From an optimization exercise on the open Yosys and OpenROAD flow, aimed at small area, a short achievable clock period and few clock cycles per item; shortcuts taken in it are not production practice.
RTL that was checked went through simulation tests only; none was proved equivalent to the original.
Only the layout flow was run in run 2; the RTL was not checked for function there.
No activity file was given, so power comes from the tool's default toggle rates.

==> flow/design.v, too long to show whole: its modules and the start of the top module <==
// module synBusSatRnd: 113 lines
// module singleDelayWithEnableGeneric: 17 lines
// module synDelayWithEnableGeneric: 291 lines
// module synDelayWithEnable: 18 lines
// module FixedPointMultiplier: 37 lines
// module FixedPointAdder: 36 lines
// module Neuron: 1397 lines
// module FA: 4 lines
// module HAN: 4 lines
module Neuron (
 input clk,
 input GlobalReset,             
 input Input_Valid,             
 input [11:0] Bias,             
 output Idle,
 input [335:0] Row_Wgt,         
 input [27:0] Row_Pix,          
 output Row_Ready,              
 output [18:0] NeuronOutput,
 output OutputReady);
  // ...
==> flow/flow/run.sh <==
#!/bin/bash
# The standard layout (the standard.sh: standard synthesis, then ORFS to
# finish), with the ports buffered by sky130_fd_sc_hd__buf_1 cells instead of
# the delay buffers buffer_ports picks by default. Make's output goes to
# flow.log; each ORFS step keeps its own log under orfs/logs/.
set -euo pipefail
bash standard.sh "BUFFER_PORTS_ARGS=-buffer_cell sky130_fd_sc_hd__buf_1" finish > flow.log 2>&1
==> flow/standard.sh <==
#!/bin/bash
# synth_recipe.tcl (not shown) runs the flow's synth.tcl, then flattens the netlist and writes it again
# the make line also repeats each setting of config.mk as NAME=value (left out here)
make -C /OpenROAD-flow-scripts/flow DESIGN_CONFIG=/design/flow/config.mk WORK_HOME=/design/flow/orfs CLKGATE_MAP_FILE= SYNTH_SCRIPT=/design/flow/synth_recipe.tcl "${@:-finish}"
==> flow/config.mk <==
export PLATFORM = sky130hd
export DESIGN_NAME = Neuron
export DESIGN_NICKNAME = Neuron
export VERILOG_FILES = /design/flow/design.v
export SDC_FILE = /design/flow/constraint.sdc
export NUM_CORES = 4
export LEC_CHECK = 0
export CAP_MARGIN = 20
export CORE_MARGIN = 2
export CORE_UTILIZATION = 55
export CTS_BUF_LIST = sky130_fd_sc_hd__clkbuf_8
export CTS_CLUSTER_DIAMETER = 50
export CTS_CLUSTER_SIZE = 24
export PLACE_DENSITY = 0.75
export SETUP_SLACK_MARGIN = 1.6
export SLEW_MARGIN = 20
export SYNTH_HIERARCHICAL = 1
export SYNTH_MINIMUM_KEEP_SIZE = 0
==> flow/constraint.sdc <==
create_clock -name core_clock -period 4.0 [get_ports {clk}]
set_input_delay 0.8000 -clock core_clock [delete_from_list [all_inputs] [get_ports {clk}]]
set_output_delay 0.8000 -clock core_clock [all_outputs]
set_load 0.01 [all_outputs]
==> impl_metrics.json, run 1 <==
{
  "combPwrFrac_pct": 57.8,
  "signal_buffers": 431,
  "clk-power_mw": 1.51,
  "nClkBuffers": 23,
  "power_frac_seq_pct": 30.2,
  "postRouteAntennaNets": 0,
  "layout_commonest_cell": "buf_1",
  "met3_usage_pct": 6.75,
  "dr.pass1.iters": 6,
  "rsz0062_at_grt": "yes",
  "first_global_vias": 11300,
  "leakagePower_nw": 6.24,
  "dr_wl_met3_um": 3610,
  "slew_violations": 0,
  "clock-sinks": 212,
  "cts-root-buf": "clkbuf_8",
  "via_count": 10300,
  "finish.net_count": 2312,
  "htree_levels": 1,
  "antenna_cells": 4,
  "clk_share_pct": 2.83,
  "post-dp-hpwl_um": 36600,
  "cap_violations": 0,
  "timing.final.crit_share_pct": 60.2,
  "cp.buffers_inverters": 2,
  "start_kind": "primary input",
  "power.switching_mw": 5.08,
  "status": "finished clean",
  "num_rows": 58,
  "dieArea_mm2": 0.0267
}
Testbench counts, summed over its fixed seeds: cycles 5,960, items 192.
==> inputs of run 2 (changes only) <==
--- a/flow/design.v
+++ b/flow/design.v
@@ -517,55 +517,57 @@
  input [11:0] Bias,             
  output Idle,
  input [335:0] Row_Wgt,         
  input [27:0] Row_Pix,          
  output Row_Ready,              
  output [18:0] NeuronOutput,
  output OutputReady);
 reg busy;
-reg idle_r;
 reg take_r;
+reg first_r;
 reg [5:0] cyc;       
 reg o_OutputReady;
-wire start = Input_Valid & idle_r;
+wire start = Input_Valid & ~busy;
 wire take = start | take_r;
-assign Idle = idle_r;
+assign Idle = ~busy;
 assign Row_Ready = take;
 assign OutputReady = o_OutputReady;
 reg [1:0] vld_r;    
 always @(posedge clk or negedge GlobalReset) begin
   if (!GlobalReset) begin
     busy <= 1'b0;
-    idle_r <= 1'b0;
     take_r <= 1'b0;
+    first_r <= 1'b0;
     cyc <= 6'd0;
     o_OutputReady <= 1'b0;
     vld_r <= 0;
   end else begin
+    first_r <= busy & (cyc == 6'd1);
     vld_r <= {vld_r[0:0], take};
     if (start) begin
       busy <= 1'b1;
-      idle_r <= 1'b0;
       take_r <= 1'b1;
       cyc <= 6'd1;
       o_OutputReady <= 1'b0;
     end else if (busy) begin
       cyc <= cyc + 6'd1;
       if (cyc == 6'd27)
         take_r <= 1'b0;
-      if (cyc == 6'd30) begin
+      if (cyc == 6'd29) begin
         busy <= 1'b0;
-        idle_r <= 1'b1;
         o_OutputReady <= 1'b1;
       end
-    end else
-      idle_r <= 1'b1;
+    end
   end
 end
+reg [11:0] bias_r;
+always @(posedge clk)
+  if (start)
+    bias_r <= Bias;
 wire [11:0] pp [0:27];
 genvar g;
 generate
 for (g = 0; g < 28; g = g + 1) begin : PP
   assign pp[g] = ~(Row_Wgt[12*g +: 12] & {12{Row_Pix[g]}});
 end
 endgenerate
 wire s0l0_fs0;
@@ -1601,16 +1603,40 @@
 wire s1l2_fs292;
 wire s1l2_fc292;
 wire s1l2_fs293;
 wire s1l2_fc293;
 wire s1l2_fs294;
 wire s1l2_fc294;
 wire s1l2_fs295;
 wire s1l2_fc295;
+wire s1l3_fs296;
+wire s1l3_fc296;
+wire s1l3_hs0;
+wire s1l3_hc0;
+wire s1l3_fs297;
+wire s1l3_fc297;
+wire s1l3_fs298;
+wire s1l3_fc298;
+wire s1l3_fs299;
+wire s1l3_fc299;
+wire s1l3_fs300;
+wire s1l3_fc300;
+wire s1l3_fs301;
+wire s1l3_fc301;
+wire s1l3_fs302;
+wire s1l3_fc302;
+wire s1l3_fs303;
+wire s1l3_fc303;
+wire s1l3_fs304;
+wire s1l3_fc304;
+wire s1l3_fs305;
+wire s1l3_fc305;
+wire s1l3_hs1;
+wire s1l3_hc1;
 FA u_s1l0_f228 (.a(p0_1_0), .b(p0_1_1), .c(p0_1_2), .s(s1l0_fs228), .co(s1l0_fc228));
 FA u_s1l0_f229 (.a(p0_2_0), .b(p0_2_1), .c(p0_2_2), .s(s1l0_fs229), .co(s1l0_fc229));
 FA u_s1l0_f230 (.a(p0_2_3), .b(p0_2_4), .c(p0_2_5), .s(s1l0_fs230), .co(s1l0_fc230));
 FA u_s1l0_f231 (.a(p0_3_0), .b(p0_3_1), .c(p0_3_2), .s(s1l0_fs231), .co(s1l0_fc231));
 FA u_s1l0_f232 (.a(p0_3_3), .b(p0_3_4), .c(p0_3_5), .s(s1l0_fs232), .co(s1l0_fc232));
 FA u_s1l0_f233 (.a(p0_3_6), .b(p0_3_7), .c(p0_3_8), .s(s1l0_fs233), .co(s1l0_fc233));
 FA u_s1l0_f234 (.a(p0_4_0), .b(p0_4_1), .c(p0_4_2), .s(s1l0_fs234), .co(s1l0_fc234));
 FA u_s1l0_f235 (.a(p0_4_3), .b(p0_4_4), .c(p0_4_5), .s(s1l0_fs235), .co(s1l0_fc235));
@@ -1669,248 +1695,147 @@
 FA u_s1l2_f288 (.a(s1l1_fc268), .b(s1l1_fc269), .c(s1l1_fs270), .s(s1l2_fs288), .co(s1l2_fc288));
 FA u_s1l2_f289 (.a(s1l1_fc270), .b(s1l1_fc271), .c(s1l1_fs272), .s(s1l2_fs289), .co(s1l2_fc289));
 FA u_s1l2_f290 (.a(s1l1_fc272), .b(s1l1_fc273), .c(s1l1_fs274), .s(s1l2_fs290), .co(s1l2_fc290));
 FA u_s1l2_f291 (.a(s1l1_fc274), .b(s1l1_fc275), .c(s1l1_fs276), .s(s1l2_fs291), .co(s1l2_fc291));
 FA u_s1l2_f292 (.a(s1l1_fc276), .b(s1l1_fc277), .c(s1l1_fs278), .s(s1l2_fs292), .co(s1l2_fc292));
 FA u_s1l2_f293 (.a(s1l1_fc278), .b(s1l1_fc279), .c(s1l1_fs280), .s(s1l2_fs293), .co(s1l2_fc293));
 FA u_s1l2_f294 (.a(s1l1_fc280), .b(s1l1_fc281), .c(s1l1_fs282), .s(s1l2_fs294), .co(s1l2_fc294));
 FA u_s1l2_f295 (.a(s1l1_fc282), .b(s1l0_fc260), .c(p0_14_0), .s(s1l2_fs295), .co(s1l2_fc295));
+FA u_s1l3_f296 (.a(s1l2_fc283), .b(s1l2_fs284), .c(s1l0_fs233), .s(s1l3_fs296), .co(s1l3_fc296));
+HAN u_s1l3_h0 (.a(s1l2_fc284), .b(s1l2_fs285), .s(s1l3_hs0), .co(s1l3_hc0));
+FA u_s1l3_f297 (.a(s1l2_fc285), .b(s1l2_fs286), .c(s1l1_fs267), .s(s1l3_fs297), .co(s1l3_fc297));
+FA u_s1l3_f298 (.a(s1l2_fc286), .b(s1l2_fs287), .c(s1l1_fs269), .s(s1l3_fs298), .co(s1l3_fc298));
+FA u_s1l3_f299 (.a(s1l2_fc287), .b(s1l2_fs288), .c(s1l1_fs271), .s(s1l3_fs299), .co(s1l3_fc299));
+FA u_s1l3_f300 (.a(s1l2_fc288), .b(s1l2_fs289), .c(s1l1_fs273), .s(s1l3_fs300), .co(s1l3_fc300));
+FA u_s1l3_f301 (.a(s1l2_fc289), .b(s1l2_fs290), .c(s1l1_fs275), .s(s1l3_fs301), .co(s1l3_fc301));
+FA u_s1l3_f302 (.a(s1l2_fc290), .b(s1l2_fs291), .c(s1l1_fs277), .s(s1l3_fs302), .co(s1l3_fc302));
+FA u_s1l3_f303 (.a(s1l2_fc291), .b(s1l2_fs292), .c(s1l1_fs279), .s(s1l3_fs303), .co(s1l3_fc303));
+FA u_s1l3_f304 (.a(s1l2_fc292), .b(s1l2_fs293), .c(s1l1_fs281), .s(s1l3_fs304), .co(s1l3_fc304));
+FA u_s1l3_f305 (.a(s1l2_fc293), .b(s1l2_fs294), .c(p0_13_3), .s(s1l3_fs305), .co(s1l3_fc305));
+HAN u_s1l3_h1 (.a(s1l2_fc294), .b(s1l2_fs295), .s(s1l3_hs1), .co(s1l3_hc1));
 reg p1_0_0;
 reg p1_0_1;
 reg p1_1_0;
 reg p1_2_0;
 reg p1_2_1;
 reg p1_3_0;
-reg p1_3_1;
-reg p1_3_2;
 reg p1_4_0;
 reg p1_4_1;
 reg p1_5_0;
 reg p1_5_1;
-reg p1_5_2;
 reg p1_6_0;
 reg p1_6_1;
-reg p1_6_2;
 reg p1_7_0;
 reg p1_7_1;
-reg p1_7_2;
 reg p1_8_0;
 reg p1_8_1;
-reg p1_8_2;
 reg p1_9_0;
 reg p1_9_1;
-reg p1_9_2;
 reg p1_10_0;
 reg p1_10_1;
-reg p1_10_2;
 reg p1_11_0;
 reg p1_11_1;
-reg p1_11_2;
 reg p1_12_0;
 reg p1_12_1;
-reg p1_12_2;
 reg p1_13_0;
 reg p1_13_1;
-reg p1_13_2;
 reg p1_14_0;
 reg p1_14_1;
 reg p1_15_0;
+reg p1_15_1;
 always @(posedge clk) begin
-  p1_0_0 <= p0_0_0 | ~vld_r[0];
-  p1_0_1 <= p0_0_1 | ~vld_r[0];
-  p1_1_0 <= s1l1_fs261 | ~vld_r[0];
-  p1_2_0 <= s1l2_fs283 | ~vld_r[0];
-  p1_2_1 <= p0_2_7 | ~vld_r[0];
-  p1_3_0 <= s1l2_fc283 | ~vld_r[0];
-  p1_3_1 <= s1l2_fs284 | ~vld_r[0];
-  p1_3_2 <= s1l0_fs233 | ~vld_r[0];
-  p1_4_0 <= s1l2_fc284 | ~vld_r[0];
-  p1_4_1 <= s1l2_fs285 | ~vld_r[0];
-  p1_5_0 <= s1l2_fc285 | ~vld_r[0];
-  p1_5_1 <= s1l2_fs286 | ~vld_r[0];
-  p1_5_2 <= s1l1_fs267 | ~vld_r[0];
-  p1_6_0 <= s1l2_fc286 | ~vld_r[0];
-  p1_6_1 <= s1l2_fs287 | ~vld_r[0];
-  p1_6_2 <= s1l1_fs269 | ~vld_r[0];
-  p1_7_0 <= s1l2_fc287 | ~vld_r[0];
-  p1_7_1 <= s1l2_fs288 | ~vld_r[0];
-  p1_7_2 <= s1l1_fs271 | ~vld_r[0];
-  p1_8_0 <= s1l2_fc288 | ~vld_r[0];
-  p1_8_1 <= s1l2_fs289 | ~vld_r[0];
-  p1_8_2 <= s1l1_fs273 | ~vld_r[0];
-  p1_9_0 <= s1l2_fc289 | ~vld_r[0];
-  p1_9_1 <= s1l2_fs290 | ~vld_r[0];
-  p1_9_2 <= s1l1_fs275 | ~vld_r[0];
-  p1_10_0 <= s1l2_fc290 | ~vld_r[0];
-  p1_10_1 <= s1l2_fs291 | ~vld_r[0];
-  p1_10_2 <= s1l1_fs277 | ~vld_r[0];
-  p1_11_0 <= s1l2_fc291 | ~vld_r[0];
-  p1_11_1 <= s1l2_fs292 | ~vld_r[0];
-  p1_11_2 <= s1l1_fs279 | ~vld_r[0];
-  p1_12_0 <= s1l2_fc292 | ~vld_r[0];
-  p1_12_1 <= s1l2_fs293 | ~vld_r[0];
-  p1_12_2 <= s1l1_fs281 | ~vld_r[0];
-  p1_13_0 <= s1l2_fc293 | ~vld_r[0];
-  p1_13_1 <= s1l2_fs294 | ~vld_r[0];
-  p1_13_2 <= p0_13_3 | ~vld_r[0];
-  p1_14_0 <= s1l2_fc294 | ~vld_r[0];
-  p1_14_1 <= s1l2_fs295 | ~vld_r[0];
-  p1_15_0 <= s1l2_fc295 | ~vld_r[0];
+  p1_0_0 <= p0_0_0;
+  p1_0_1 <= p0_0_1;
+  p1_1_0 <= s1l1_fs261;
+  p1_2_0 <= s1l2_fs283;
+  p1_2_1 <= p0_2_7;
+  p1_3_0 <= s1l3_fs296;
+  p1_4_0 <= s1l3_fc296;
+  p1_4_1 <= s1l3_hs0;
+  p1_5_0 <= s1l3_hc0;
+  p1_5_1 <= s1l3_fs297;
+  p1_6_0 <= s1l3_fc297;
+  p1_6_1 <= s1l3_fs298;
+  p1_7_0 <= s1l3_fc298;
+  p1_7_1 <= s1l3_fs299;
+  p1_8_0 <= s1l3_fc299;
+  p1_8_1 <= s1l3_fs300;
+  p1_9_0 <= s1l3_fc300;
+  p1_9_1 <= s1l3_fs301;
+  p1_10_0 <= s1l3_fc301;
+  p1_10_1 <= s1l3_fs302;
+  p1_11_0 <= s1l3_fc302;
+  p1_11_1 <= s1l3_fs303;
+  p1_12_0 <= s1l3_fc303;
+  p1_12_1 <= s1l3_fs304;
+  p1_13_0 <= s1l3_fc304;
+  p1_13_1 <= s1l3_fs305;
+  p1_14_0 <= s1l3_fc305;
+  p1_14_1 <= s1l3_hs1;
+  p1_15_0 <= s1l3_hc1;
+  p1_15_1 <= s1l2_fc295;
 end
-reg [18:0] acc_s, acc_c;
-wire [18:0] as_in = acc_s;
-wire [18:0] ac_in = acc_c;
-wire accl0_fs296;
-wire accl0_fc296;
-wire accl0_fs297;
-wire accl0_fc297;
-wire accl0_fs298;
-wire accl0_fc298;
-wire accl0_fs299;
-wire accl0_fc299;
-wire accl0_fs300;
-wire accl0_fc300;
-wire accl0_fs301;
-wire accl0_fc301;
-wire accl0_fs302;
-wire accl0_fc302;
-wire accl0_fs303;
-wire accl0_fc303;
-wire accl0_fs304;
-wire accl0_fc304;
-wire accl0_fs305;
-wire accl0_fc305;
+reg [18:0] acc;
+wire [18:0] a_in = first_r ? ~{7'd0, bias_r} : acc;
 wire accl0_fs306;
 wire accl0_fc306;
+wire accl0_hs2;
+wire accl0_hc2;
 wire accl0_fs307;
 wire accl0_fc307;
+wire accl0_hs3;
+wire accl0_hc3;
 wire accl0_fs308;
 wire accl0_fc308;
 wire accl0_fs309;
 wire accl0_fc309;
 wire accl0_fs310;
 wire accl0_fc310;
 wire accl0_fs311;
 wire accl0_fc311;
-wire accl1_fs312;
-wire accl1_fc312;
-wire accl1_fs313;
-wire accl1_fc313;
-wire accl1_fs314;
-wire accl1_fc314;
-wire accl1_fs315;
-wire accl1_fc315;
-wire accl1_fs316;
-wire accl1_fc316;
-wire accl1_fs317;
-wire accl1_fc317;
-wire accl1_fs318;
-wire accl1_fc318;
-wire accl1_fs319;
-wire accl1_fc319;
-wire accl1_fs320;
-wire accl1_fc320;
-wire accl1_fs321;
-wire accl1_fc321;
-wire accl1_fs322;
-wire accl1_fc322;
-wire accl1_fs323;
-wire accl1_fc323;
-wire accl1_fs324;
-wire accl1_fc324;
-wire accl1_fs325;
-wire accl1_fc325;
-wire accl2_fs326;
-wire accl2_fc326;
-wire accl2_hs0;
-wire accl2_hc0;
-wire accl2_fs327;
-wire accl2_fc327;
-wire accl2_fs328;
-wire accl2_fc328;
-wire accl2_fs329;
-wire accl2_fc329;
-wire accl2_fs330;
-wire accl2_fc330;
-wire accl2_fs331;
-wire accl2_fc331;
-wire accl2_fs332;
-wire accl2_fc332;
-wire accl2_fs333;
-wire accl2_fc333;
-wire accl2_fs334;
-wire accl2_fc334;
-wire accl2_fs335;
-wire accl2_fc335;
-wire accl2_hs1;
-wire accl2_hc1;
-wire accl2_fs336;
-wire accl2_fc336;
-wire accl2_fs337;
-wire accl2_fc337;
-wire accl2_hs2;
-wire accl2_hc2;
-FA u_accl0_f296 (.a(p1_0_0), .b(p1_0_1), .c(as_in[0]), .s(accl0_fs296), .co(accl0_fc296));
-FA u_accl0_f297 (.a(p1_1_0), .b(as_in[1]), .c(ac_in[1]), .s(accl0_fs297), .co(accl0_fc297));
-FA u_accl0_f298 (.a(p1_2_0), .b(p1_2_1), .c(as_in[2]), .s(accl0_fs298), .co(accl0_fc298));
-FA u_accl0_f299 (.a(p1_3_0), .b(p1_3_1), .c(p1_3_2), .s(accl0_fs299), .co(accl0_fc299));
-FA u_accl0_f300 (.a(p1_4_0), .b(p1_4_1), .c(as_in[4]), .s(accl0_fs300), .co(accl0_fc300));
-FA u_accl0_f301 (.a(p1_5_0), .b(p1_5_1), .c(p1_5_2), .s(accl0_fs301), .co(accl0_fc301));
-FA u_accl0_f302 (.a(p1_6_0), .b(p1_6_1), .c(p1_6_2), .s(accl0_fs302), .co(accl0_fc302));
-FA u_accl0_f303 (.a(p1_7_0), .b(p1_7_1), .c(p1_7_2), .s(accl0_fs303), .co(accl0_fc303));
-FA u_accl0_f304 (.a(p1_8_0), .b(p1_8_1), .c(p1_8_2), .s(accl0_fs304), .co(accl0_fc304));
-FA u_accl0_f305 (.a(p1_9_0), .b(p1_9_1), .c(p1_9_2), .s(accl0_fs305), .co(accl0_fc305));
-FA u_accl0_f306 (.a(p1_10_0), .b(p1_10_1), .c(p1_10_2), .s(accl0_fs306), .co(accl0_fc306));
-FA u_accl0_f307 (.a(p1_11_0), .b(p1_11_1), .c(p1_11_2), .s(accl0_fs307), .co(accl0_fc307));
-FA u_accl0_f308 (.a(p1_12_0), .b(p1_12_1), .c(p1_12_2), .s(accl0_fs308), .co(accl0_fc308));
-FA u_accl0_f309 (.a(p1_13_0), .b(p1_13_1), .c(p1_13_2), .s(accl0_fs309), .co(accl0_fc309));
-FA u_accl0_f310 (.a(p1_14_0), .b(p1_14_1), .c(as_in[14]), .s(accl0_fs310), .co(accl0_fc310));
-FA u_accl0_f311 (.a(p1_15_0), .b(as_in[15]), .c(ac_in[15]), .s(accl0_fs311), .co(accl0_fc311));
-FA u_accl1_f312 (.a(accl0_fc297), .b(accl0_fs298), .c(ac_in[2]), .s(accl1_fs312), .co(accl1_fc312));
-FA u_accl1_f313 (.a(accl0_fc298), .b(accl0_fs299), .c(as_in[3]), .s(accl1_fs313), .co(accl1_fc313));
-FA u_accl1_f314 (.a(accl0_fc299), .b(accl0_fs300), .c(ac_in[4]), .s(accl1_fs314), .co(accl1_fc314));
-FA u_accl1_f315 (.a(accl0_fc300), .b(accl0_fs301), .c(as_in[5]), .s(accl1_fs315), .co(accl1_fc315));
-FA u_accl1_f316 (.a(accl0_fc301), .b(accl0_fs302), .c(as_in[6]), .s(accl1_fs316), .co(accl1_fc316));
-FA u_accl1_f317 (.a(accl0_fc302), .b(accl0_fs303), .c(as_in[7]), .s(accl1_fs317), .co(accl1_fc317));
-FA u_accl1_f318 (.a(accl0_fc303), .b(accl0_fs304), .c(as_in[8]), .s(accl1_fs318), .co(accl1_fc318));
-FA u_accl1_f319 (.a(accl0_fc304), .b(accl0_fs305), .c(as_in[9]), .s(accl1_fs319), .co(accl1_fc319));
-FA u_accl1_f320 (.a(accl0_fc305), .b(accl0_fs306), .c(as_in[10]), .s(accl1_fs320), .co(accl1_fc320));
-FA u_accl1_f321 (.a(accl0_fc306), .b(accl0_fs307), .c(as_in[11]), .s(accl1_fs321), .co(accl1_fc321));
-FA u_accl1_f322 (.a(accl0_fc307), .b(accl0_fs308), .c(as_in[12]), .s(accl1_fs322), .co(accl1_fc322));
-FA u_accl1_f323 (.a(accl0_fc308), .b(accl0_fs309), .c(as_in[13]), .s(accl1_fs323), .co(accl1_fc323));
-FA u_accl1_f324 (.a(accl0_fc309), .b(accl0_fs310), .c(ac_in[14]), .s(accl1_fs324), .co(accl1_fc324));
-FA u_accl1_f325 (.a(accl0_fc311), .b(as_in[16]), .c(ac_in[16]), .s(accl1_fs325), .co(accl1_fc325));
-FA u_accl2_f326 (.a(accl1_fc312), .b(accl1_fs313), .c(ac_in[3]), .s(accl2_fs326), .co(accl2_fc326));
-HAN u_accl2_h0 (.a(accl1_fc313), .b(accl1_fs314), .s(accl2_hs0), .co(accl2_hc0));
-FA u_accl2_f327 (.a(accl1_fc314), .b(accl1_fs315), .c(ac_in[5]), .s(accl2_fs327), .co(accl2_fc327));
-FA u_accl2_f328 (.a(accl1_fc315), .b(accl1_fs316), .c(ac_in[6]), .s(accl2_fs328), .co(accl2_fc328));
-FA u_accl2_f329 (.a(accl1_fc316), .b(accl1_fs317), .c(ac_in[7]), .s(accl2_fs329), .co(accl2_fc329));
-FA u_accl2_f330 (.a(accl1_fc317), .b(accl1_fs318), .c(ac_in[8]), .s(accl2_fs330), .co(accl2_fc330));
-FA u_accl2_f331 (.a(accl1_fc318), .b(accl1_fs319), .c(ac_in[9]), .s(accl2_fs331), .co(accl2_fc331));
-FA u_accl2_f332 (.a(accl1_fc319), .b(accl1_fs320), .c(ac_in[10]), .s(accl2_fs332), .co(accl2_fc332));
-FA u_accl2_f333 (.a(accl1_fc320), .b(accl1_fs321), .c(ac_in[11]), .s(accl2_fs333), .co(accl2_fc333));
-FA u_accl2_f334 (.a(accl1_fc321), .b(accl1_fs322), .c(ac_in[12]), .s(accl2_fs334), .co(accl2_fc334));
-FA u_accl2_f335 (.a(accl1_fc322), .b(accl1_fs323), .c(ac_in[13]), .s(accl2_fs335), .co(accl2_fc335));
-HAN u_accl2_h1 (.a(accl1_fc323), .b(accl1_fs324), .s(accl2_hs1), .co(accl2_hc1));
-FA u_accl2_f336 (.a(accl1_fc324), .b(accl0_fc310), .c(accl0_fs311), .s(accl2_fs336), .co(accl2_fc336));
-FA u_accl2_f337 (.a(accl1_fc325), .b(as_in[17]), .c(ac_in[17]), .s(accl2_fs337), .co(accl2_fc337));
-HAN u_accl2_h2 (.a(as_in[18]), .b(ac_in[18]), .s(accl2_hs2), .co(accl2_hc2));
+wire accl0_fs312;
+wire accl0_fc312;
+wire accl0_fs313;
+wire accl0_fc313;
+wire accl0_fs314;
+wire accl0_fc314;
+wire accl0_fs315;
+wire accl0_fc315;
+wire accl0_fs316;
+wire accl0_fc316;
+wire accl0_fs317;
+wire accl0_fc317;
+wire accl0_fs318;
+wire accl0_fc318;
+wire accl0_fs319;
+wire accl0_fc319;
+FA u_accl0_f306 (.a(p1_0_0), .b(p1_0_1), .c(a_in[0]), .s(accl0_fs306), .co(accl0_fc306));
+HAN u_accl0_h2 (.a(p1_1_0), .b(a_in[1]), .s(accl0_hs2), .co(accl0_hc2));
+FA u_accl0_f307 (.a(p1_2_0), .b(p1_2_1), .c(a_in[2]), .s(accl0_fs307), .co(accl0_fc307));
+HAN u_accl0_h3 (.a(p1_3_0), .b(a_in[3]), .s(accl0_hs3), .co(accl0_hc3));
+FA u_accl0_f308 (.a(p1_4_0), .b(p1_4_1), .c(a_in[4]), .s(accl0_fs308), .co(accl0_fc308));
+FA u_accl0_f309 (.a(p1_5_0), .b(p1_5_1), .c(a_in[5]), .s(accl0_fs309), .co(accl0_fc309));
+FA u_accl0_f310 (.a(p1_6_0), .b(p1_6_1), .c(a_in[6]), .s(accl0_fs310), .co(accl0_fc310));
+FA u_accl0_f311 (.a(p1_7_0), .b(p1_7_1), .c(a_in[7]), .s(accl0_fs311), .co(accl0_fc311));
+FA u_accl0_f312 (.a(p1_8_0), .b(p1_8_1), .c(a_in[8]), .s(accl0_fs312), .co(accl0_fc312));
+FA u_accl0_f313 (.a(p1_9_0), .b(p1_9_1), .c(a_in[9]), .s(accl0_fs313), .co(accl0_fc313));
+FA u_accl0_f314 (.a(p1_10_0), .b(p1_10_1), .c(a_in[10]), .s(accl0_fs314), .co(accl0_fc314));
+FA u_accl0_f315 (.a(p1_11_0), .b(p1_11_1), .c(a_in[11]), .s(accl0_fs315), .co(accl0_fc315));
+FA u_accl0_f316 (.a(p1_12_0), .b(p1_12_1), .c(a_in[12]), .s(accl0_fs316), .co(accl0_fc316));
+FA u_accl0_f317 (.a(p1_13_0), .b(p1_13_1), .c(a_in[13]), .s(accl0_fs317), .co(accl0_fc317));
+FA u_accl0_f318 (.a(p1_14_0), .b(p1_14_1), .c(a_in[14]), .s(accl0_fs318), .co(accl0_fc318));
+FA u_accl0_f319 (.a(p1_15_0), .b(p1_15_1), .c(a_in[15]), .s(accl0_fs319), .co(accl0_fc319));
+wire [18:0] sum_a = {a_in[18], a_in[17], accl0_fc319, accl0_fc318, accl0_fc317, accl0_fc316, accl0_fc315, accl0_fc314, accl0_fc313, accl0_fc312, accl0_fc311, accl0_fc310, accl0_fc309, accl0_fc308, accl0_hc3, accl0_fc307, accl0_hc2, accl0_fc306, accl0_fs306};
+wire [18:0] sum_b = {1'b1, 1'b1, a_in[16], accl0_fs319, accl0_fs318, accl0_fs317, accl0_fs316, accl0_fs315, accl0_fs314, accl0_fs313, accl0_fs312, accl0_fs311, accl0_fs310, accl0_fs309, accl0_fs308, accl0_hs3, accl0_fs307, accl0_hs2, 1'b1};
 always @(posedge clk)
-  if (start) begin
-    acc_s <= ~{7'd0, Bias};
-    acc_c <= {19{1'b1}};
-  end else begin
-    acc_s <= {accl2_fc337, accl2_fs337, accl2_fc336, accl2_hc1, accl2_fc335, accl2_fc334, accl2_fc333, accl2_fc332, accl2_fc331, accl2_fc330, accl2_fc329, accl2_fc328, accl2_fc327, accl2_hc0, accl2_fc326, accl2_fs326, accl1_fs312, accl0_fc296, accl0_fs296};
-    acc_c <= {accl2_hs2, 1'b1, accl1_fs325, accl2_fs336, accl2_hs1, accl2_fs335, accl2_fs334, accl2_fs333, accl2_fs332, accl2_fs331, accl2_fs330, accl2_fs329, accl2_fs328, accl2_fs327, accl2_hs0, 1'b1, 1'b1, accl0_fs297, ac_in[0]};
+  if (vld_r[1]) begin
+    acc <= ~(~sum_a + ~sum_b);
   end
-reg [18:0] o_NeuronOutput;
-always @(posedge clk)
-  o_NeuronOutput <= ~(acc_s + acc_c + 19'd1);
-assign NeuronOutput = o_NeuronOutput;
+assign NeuronOutput = ~acc;
 endmodule
 module FA (input a, input b, input c, output s, output co);
 assign s = a ^ b ^ c;
 assign co = (a & b) | (a & c) | (b & c);
 endmodule
 module HAN (input a, input b, output s, output co);
 assign s = ~(a ^ b);
 assign co = a | b;
==> flow/config.mk (replaced) <==
export PLATFORM = sky130hd
export DESIGN_NAME = Neuron
export DESIGN_NICKNAME = Neuron
export VERILOG_FILES = /design/flow/design.v
export SDC_FILE = /design/flow/constraint.sdc
export NUM_CORES = 4
export LEC_CHECK = 0
export CAP_MARGIN = 20
export CORE_MARGIN = 2
export CORE_UTILIZATION = 40
export PLACE_DENSITY = 0.6
export SLEW_MARGIN = 20
export SYNTH_HIERARCHICAL = 1
export SYNTH_MINIMUM_KEEP_SIZE = 0
==> run 2 against run 1 <==
  * Still clean
  * Sequential share of layout area down 0.63 points
  * Clock power grew 14%
  * Via count fell by 6.2%
  * Core utilization decreased by 18 points
  * Global-route usage is 6.4 points lower
  * Cell area fell by 4.7%
  * Combinational power rose by about 10%
  * Sequential cell count down 31
  * Worst setup slack worse by 1.1 ns
  * Critical path depth is 5 higher
  * Routed wire length up 3.0%
  * Largest cell class unchanged
==> impl_metrics.json, run 2 <==
{
  "netlist_instances": 1127,
  "viasPerCell": 4.82,
  "grt_max_degree": 20,
  "portBuffers": 400,
  "hold_violations": 0,
  "critPathKind": "reg2reg",
  "worst_slew_pin_slew_ns": 0.962,
  "layout_common_cells": "buf_1 (400), nand2_1 (347), fa_1 (321), dfxtp_1 (138), inv_1 (72)",
  "via_count": 9638,
  "synth_edf_count": 31,
  "clock_latency_ns": 0.44,
  "cts_hold_buf": 0,
  "die-width_um": 187,
  "grt_pass1_wl_um": 66000,
  "synthAdderAreaFrac_pct": 50.2,
  "synthMuxAreaShare_pct": 0.0750,
  "setup_tns_ns": 0,
  "track_usage_pct": 26.6,
  "nFillCells": 3106,
  "drc_errors": 0,
  "synthToLayoutAreaGrowth_pct": 20.7,
  "p_int_mw": 7.32,
  "cts_tree": "done",
  "die_h_um": 187,
  "power_frac_seq_pct": 26.1,
  "required_ns": 4.18,
  "dr.pass1.iters": 4,
  "fmax_mhz": 289,
  "start_util_pct": 40.8,
  "regMostFlops": "acc",
  "num_rows": 66,
  "antenna_found_initial": 4,
  "synth_top_cell_by_area": "fa_1",
  "htree_levels": 4,
  "r2r-end": "acc[16]$_DFFE_PP_",
  "startpoint": "first_r$_DFF_PN0_",
  "synth.area.top_cells": "fa_1 (48%), dfxtp_1 (21%), nand2_1 (9.8%)",
  "drive_gt1_share_pct": 5.21,
  "gpl.final_weighted_congestion": 0.967,
  "rsz0062_at_grt": "no",
  "synth-compound-area-share_pct": 3.48,
  "layout_commonest_cell": "buf_1",
  "leakagePower_nw": 5.95,
  "min_to": "p1_0_1$_DFF_P_",
  "cts_resized": 0,
  "rr_worst_depth": 11,
  "cts-root-buf": "clkbuf_16",
  "overflow": 0,
  "ys_async_sr_fraction_pct": 6.63,
  "cts_buffer_depth": 2,
  "clkPwrFrac_pct": 13.1,
  "synth_ff_type": "dfxtp_1",
  "synth-xor-area-share_pct": 0.853,
  "status": "finished clean",
  "switching_share_pct": 44.1,
  "first_global_vias": 11000,
  "cp.arrival_ns": 3.64,
  "pin_count": 401,
  "path_max_fanout": 19,
  "syn_area_mm2": 0.0133,
  "post-dp-hpwl_um": 39600,
  "yosysSeqAreaShare_pct": 29.9,
  "ys_top_cells_by_count": "nand2_1 (347), fa_1 (321), dfxtp_1 (138)",
  "final_cell_count_no_fill": 2000,
  "period_minus_slack_ns": 3.46,
  "wirelength_um": 45300,
  "cts_setup_buffers": 0,
  "power.switching_mw": 5.77,
  "timing.rr.start": "first_r$_DFF_PN0_",
  "synth-simple-area-share_pct": 12.2,
  "slew_violations": 0,
  "largest_reg_flops": 19,
  "finClkSkew_ns": 0.0129,
  "ys.warnings.count": 7,
  "setup_violations": 0,
  "min_from": "p0_0_1$_DFF_P_",
  "ys_ff_latch": 181,
  "synth.avg_cell_area_um2": 11.8,
  "regToRegSetupSlack_ns": 0.54,
  "synth_top_cell_area_share_pct": 48.1,
  "ir_drop_mv": 0.357,
  "finish.net_count": 2264,
  "design.core.area_mm2": 0.0327,
  "drt_iter0_drc": 523,
  "timing.final.crit_share_pct": 86.5,
  "wl_per_cell_um": 22.6,
  "postRouteAntennaNets": 0,
  "min_path_type": "reg2reg",
  "yosysMostFrequentCell": "nand2_1",
  "whs_path_depth": 0,
  "synth.distinct_cells": 48,
  "cp-end-kind": "flop",
  "dieArea_mm2": 0.0348,
  "dp.cells": 1965,
  "p_per_area_mw_per_mm2": 813,
  "cts_made_buffers": 17,
  "clk_pin_slew_ns": 0.08,
  "combPwrFrac_pct": 60.7,
  "reg.largest.list": "acc x19, bias_r x12, cyc x6",
  "cap_violations": 0,
  "slew_headroom_pct": 35.9,
  "start_kind": "flop",
  "clock-sinks": 181,
  "synth_top_family_by_area": "adder cells"
}
[run 2: cell types whose count changed in the layout (fill, tap and decap cells not counted), sizes merged, moves of 17 or more]
cell | previous run | this run
nand2b | 64 | 8
a21oi | 9 | 27
fa | 338 | 321
edfxtp | 0 | 31
inv | 28 | 81
dfxtp | 201 | 138
nand2 | 366 | 347
[run 2: power by group through the flow]
stage / logic, mW / registers, mW / clock network [mW]
final: 7.95 / 3.42 / 1.72
after global routing: 9.20 / 3.51 / 1.83
after CTS: 8.10 / 3.44 / 1.76
after detailed placement: 8.10 / 3.48 / 0
after global placement: 7.87 / 3.48 / 0
after floorplan: 5.79 / 3.28 / 0
[run 2: routing by layer]
metal  vias up  global-route usage, %  part of all wire [%]
met5         -                      0                     0
met4         0                   11.9                   4.2
met3        74                   5.19                   6.3
met2       419                   46.2                    51
met1      4831                   32.1                    39
li1       4314                      -                     -
[run 2: cells by family (layout without fill, tap and decap cells)]
family / count (synthesis) / after routing
and+or+nand+nor: 411 / 411
xor gates and xnor gates: 13 / 13
adders and majority gates: 343 / 343
AOI/OAI and AO/OA: 69 / 69
buffers and inverters: 109 / 537
muxes: 1 / 1
DFF: 181 / 181
other: 0 / 3
[run 2: area by class of cell]
cell class / instances / area, um^2 / area share, %
Sequential cell: 181 / 3990 / 24.8
Timing Repair Buffer: 433 / 1750 / 10.9
Inverter: 72 / 270 / 1.68
Antenna cell: 3 / 7.51 / 0.0466
Clock buffer: 17 / 425 / 2.64
Clock inverter: 15 / 180 / 1.12
Multi-Input combinational cell: 837 / 8920 / 55.4
Tap cell: 442 / 553 / 3.43
[run 2: per-module statistics from Yosys (local to each module, per instance)]
module,flip-flops and latches,copies in the design,cells inside
FA,0,320,1
HAN,0,4,5
Neuron,181,1,787
[run 2: critical path: stages (launching register included)]
cell and delay (ns):
dfrtp_1 0.76, buf_4 0.31, nor2_1 0.05, a21oi_1 0.23
fa_1 0.46, inv_1 0.06, ha_1 0.34, a21oi_1 0.27
o21ai_0 0.21, o2111ai_1 0.25, nand3_1 0.12, xnor2_1 0.14
[run 2: through the flow]
stage | instance area [um^2] | hold slack (ns) | power (mW) | util (%) | worst slack, ns
2_1_floorplan | 13300 | 0.310 | 9.07 | - | 1.07
3_3_place_gp | 15500 | 0.316 | 11.3 | 47.4 | 0.527
3_5_place_dp | 15500 | 0.321 | 11.6 | 47.4 | 0.530
4_1_cts | 16100 | 0.340 | 13.3 | 49.2 | 0.530
5_1_grt | 16100 | 0.347 | 14.5 | 49.2 | 0.287
6_report | 16100 | 0.339 | 13.1 | 49.2 | 0.541
[run 2: worst max-delay path by stage]
stage                         to  depth (start not counted)  slack [ns]
6_report       acc[16]$_DFFE_PP_                         11        0.54
5_1_grt        acc[16]$_DFFE_PP_                         11        0.29
4_1_cts        acc[14]$_DFFE_PP_                         11        0.53
3_5_place_dp      p0_1_3$_DFF_P_                          6        0.53
3_3_place_gp   acc[16]$_DFFE_PP_                         11        0.53
2_1_floorplan  acc[15]$_DFFE_PP_                         11        1.07

-- static timing again, ports no longer ideal --
The results above use ideal ports. As a check the final layouts listed here were re-extracted and re-timed, cells and wires unchanged. Step 1 assumes that a clkbuf_16 drives the clock port and a buf_2 every other input. Step 2, shift: input delay + t, output delay - t, t = (earliest + latest rising clock arrival at the registers) / 2. This alone moves slack from input paths to output paths. a / b / c = ideal ports / drivers / drivers and shift; a / b = the first two.
| run | shift t [ns] | slack for setup (ns) | latest minus earliest clock arrival (ns) | worst register clock-pin slew, ns |
|---|---|---|---|---|
| run 1 | 0.559 | 1.591 / 1.612 / 1.053 | 0.026 / 0.026 | 0.11 / 0.11 |
| run 2 | 0.483 | 0.541 / 0.541 / 0.526 | 0.013 / 0.013 | 0.08 / 0.08 |
After both steps every run listed still meets setup and hold. For run 1, which loses most, drivers alone change the setup slack by +0.021 ns; drivers and shift together by -0.538 ns.
